This design comes from an exercise in tuning for small area on the open sky130 flow, not from production work. In this exercise RTL edits were held to simulation tests only and were not proved equivalent to the original.

==> build 75 <==
// Arr4x4
module Arr4x4(Err_mac, Err_mult,
             w1_in, w2_in, w3_in, w4_in,
             a1_in, a2_in, a3_in, a4_in,
             w1_out, w2_out, w3_out, w4_out,
             a1_out, a2_out, a3_out, a4_out,
             c1_out, c2_out, c3_out, c4_out,
             clk, rst_n, hold);
input [7:0] w1_in, w2_in, w3_in, w4_in;
input [7:0] a1_in, a2_in, a3_in, a4_in;
input clk, rst_n, hold;
input [15:0] Err_mac, Err_mult;
output [7:0] w1_out, w2_out, w3_out, w4_out;
output [7:0] a1_out, a2_out, a3_out, a4_out;
output [23:0] c1_out, c2_out, c3_out, c4_out;
wire [7:0] w11, a11;
wire [15:0] c11;
wire [0:0] k11;
wire [7:0] w12, a12;
wire [16:0] c12;
wire [0:0] k12;
wire [7:0] w13, a13;
wire [16:0] c13;
wire [0:0] k13;
wire [7:0] w14, a14;
wire [17:0] c14;
wire [0:0] k14;
wire [7:0] w21, a21;
wire [15:0] c21;
wire [0:0] k21;
wire [7:0] w22, a22;
wire [16:0] c22;
wire [0:0] k22;
wire [7:0] w23, a23;
wire [16:0] c23;
wire [0:0] k23;
wire [7:0] w24, a24;
wire [17:0] c24;
wire [0:0] k24;
wire [7:0] w31, a31;
wire [15:0] c31;
wire [0:0] k31;
wire [7:0] w32, a32;
wire [16:0] c32;
wire [0:0] k32;
wire [7:0] w33, a33;
wire [16:0] c33;
wire [0:0] k33;
wire [7:0] w34, a34;
wire [17:0] c34;
wire [0:0] k34;
wire [7:0] w41, a41;
wire [15:0] c41;
wire [0:0] k41;
wire [7:0] w42, a42;
wire [16:0] c42;
wire [0:0] k42;
wire [7:0] w43, a43;
wire [16:0] c43;
wire [0:0] k43;
wire [7:0] w44, a44;
wire [17:0] c44;
wire [0:0] k44;
wire hold_d;
wire [7:0] a51;
REG24_hold #(1) regH(clk, rst_n, hold, hold_d);
REG8_hold regA5(clk, rst_n, a41, a51, 1'b0);
wire mac11, mult11;
wire mac21, mult21;
  ...
export LEC_CHECK = 0
export ABC_AREA = 1
export CAP_MARGIN = 0
export CORE_MARGIN = 2
export CORE_UTILIZATION = 60
export CTS_BUF_LIST = sky130_fd_sc_hd__clkbuf_16
export CTS_CLUSTER_DIAMETER = 100
export CTS_CLUSTER_SIZE = 20
export SLEW_MARGIN = 0
create_clock -name core_clock -period 7.5 [get_ports {clk}]
standard.sh (not shown) runs the stock make flow with config.mk's settings and CLKGATE_MAP_FILE= SYNTH_SCRIPT=/design/flow/synth_recipe.tcl, a recipe that flattens the netlist after the stock synthesis.
==> flow/flow/run.sh <==
#!/bin/bash
# Standard layout, with one netlist step added after synthesis: invpush4.py
# removes inverters around full-adder cells (a full adder is self-dual, and a
# nand2 of two signals is a nor2 of their complements), which
# leaves the logic and every register unchanged. Ports are buffered with buf_1.
set -euo pipefail
W=$(pwd)
R=$W/orfs/results/$FLOW_PLATFORM/Arr4x4/base
bash standard.sh synth > $W/synth.log 2>&1
python3 $W/flow/invpush4.py $R/1_2_yosys.v $R/1_2_yosys_invpush.v > $W/invpush.log 2>&1
cp $R/1_2_yosys.v $W/1_2_yosys_standard.v
mv $R/1_2_yosys_invpush.v $R/1_2_yosys.v
rm -f $R/1_synth.odb $R/1_synth.sdc
bash standard.sh "BUFFER_PORTS_ARGS=-buffer_cell sky130_fd_sc_hd__buf_1" REMOVE_ABC_BUFFERS=1 finish > $W/layout.log 2>&1
Other scripts of this flow, unchanged in this note and not shown: flow/flow/invpush4.py
==> trial 4: changes against build 75 <==
CAP_MARGIN = 5   (was 0)
CTS_CLUSTER_SIZE = 25   (was 20)
GPL_TIMING_DRIVEN = 0   (was unset)
SLEW_MARGIN = 5   (was 0)
==> impl_metrics.py <==
metrics = {
    "global_routing": {
        "grt_use_met1": 0.402,
        "grt_use_met2": 0.525,
        "use_met3": 0.0389,
    },
    "clock_network": {
        "cts.clk_slew.worst_paths_ns": 0.08,
        "clk_latency_ns": 0.58,
    },
    "power_and_ir_drop": {
        "p_int_mw": 8.01,
        "power.switching_mw": 5.81,
    },
    "timing": {
        "fin_ws_ns": 0.776,
    },
    "status": {
        "status": "no timing/DRC/antenna violations",
    },
    "place": {
        "post_dp_cell_area_sq_mm": 0.0440,
    },
    "critical_path": {
        "startpoint": "Err_mult[4]",
    },
}
That was build 75.
==> impl_metrics.py <==
metrics = {
    "status": {
        "status": "no timing/DRC/antenna violations",
    },
    "layout": {
        "areaGrowthSynthToFinish_pct": 6.28,
    },
    "global_routing": {
        "use_met3": 0.0336,
        "grt_use_met2": 0.514,
    },
    "worst_hold_path": {
        "hold_path_depth": 0,
    },
    "clock_network": {
        "clk_latency_ns": 0.65,
        "cts.clk_slew.worst_paths_ns": 0.10,
    },
    "place": {
        "post_dp_cell_area_sq_mm": 0.0441,
    },
    "power_and_ir_drop": {
        "switching_share": 0.420,
        "p_int_mw": 8.00,
    },
    "logic_synthesis": {
        "yosysWarnings": 5,
    },
    "timing": {
        "fin_ws_ns": 0.432,
    },
    "critical_path": {
        "startpoint": "Err_mult[5]",
    },
}
That was trial 4.

[what the ideal ports hide]
No port has a modelled driver above. Below, the same layouts with a new extraction and two added sets of constraints. Step 1 (the two cells are an assumption about what drives the block):
set clk [get_ports {clk}]
set_driving_cell -lib_cell sky130_fd_sc_hd__clkbuf_16 $clk
set_driving_cell -lib_cell sky130_fd_sc_hd__buf_2 [delete_from_list [all_inputs] $clk]
Step 2 adds t to the input delays and takes it off the output delays; t is the mean of the earliest and latest rising clock arrival at the registers after step 1. Input paths then give back, and output paths get back, about the clock's delay inside the block. a / b / c = no drivers / after step 1 / after step 2; a / b = the first two.
run	shift t [ns]	setup WS [ns]	slew at the worst register clock pin (ns)	worst data-port slew with drivers (ns)	cell pins on the clock port's net
build 75	0.633	0.776 / 0.807 / 0.174	0.09 / 0.09	0.09	1
trial 4	0.696	0.432 / 0.434 / -0.261	0.10 / 0.10	0.10	1
Met with ideal ports but missed after step 2: setup timing in trial 4. For trial 4, which loses most, drivers alone change the setup slack by +0.002 ns; drivers and shift together by -0.693 ns.
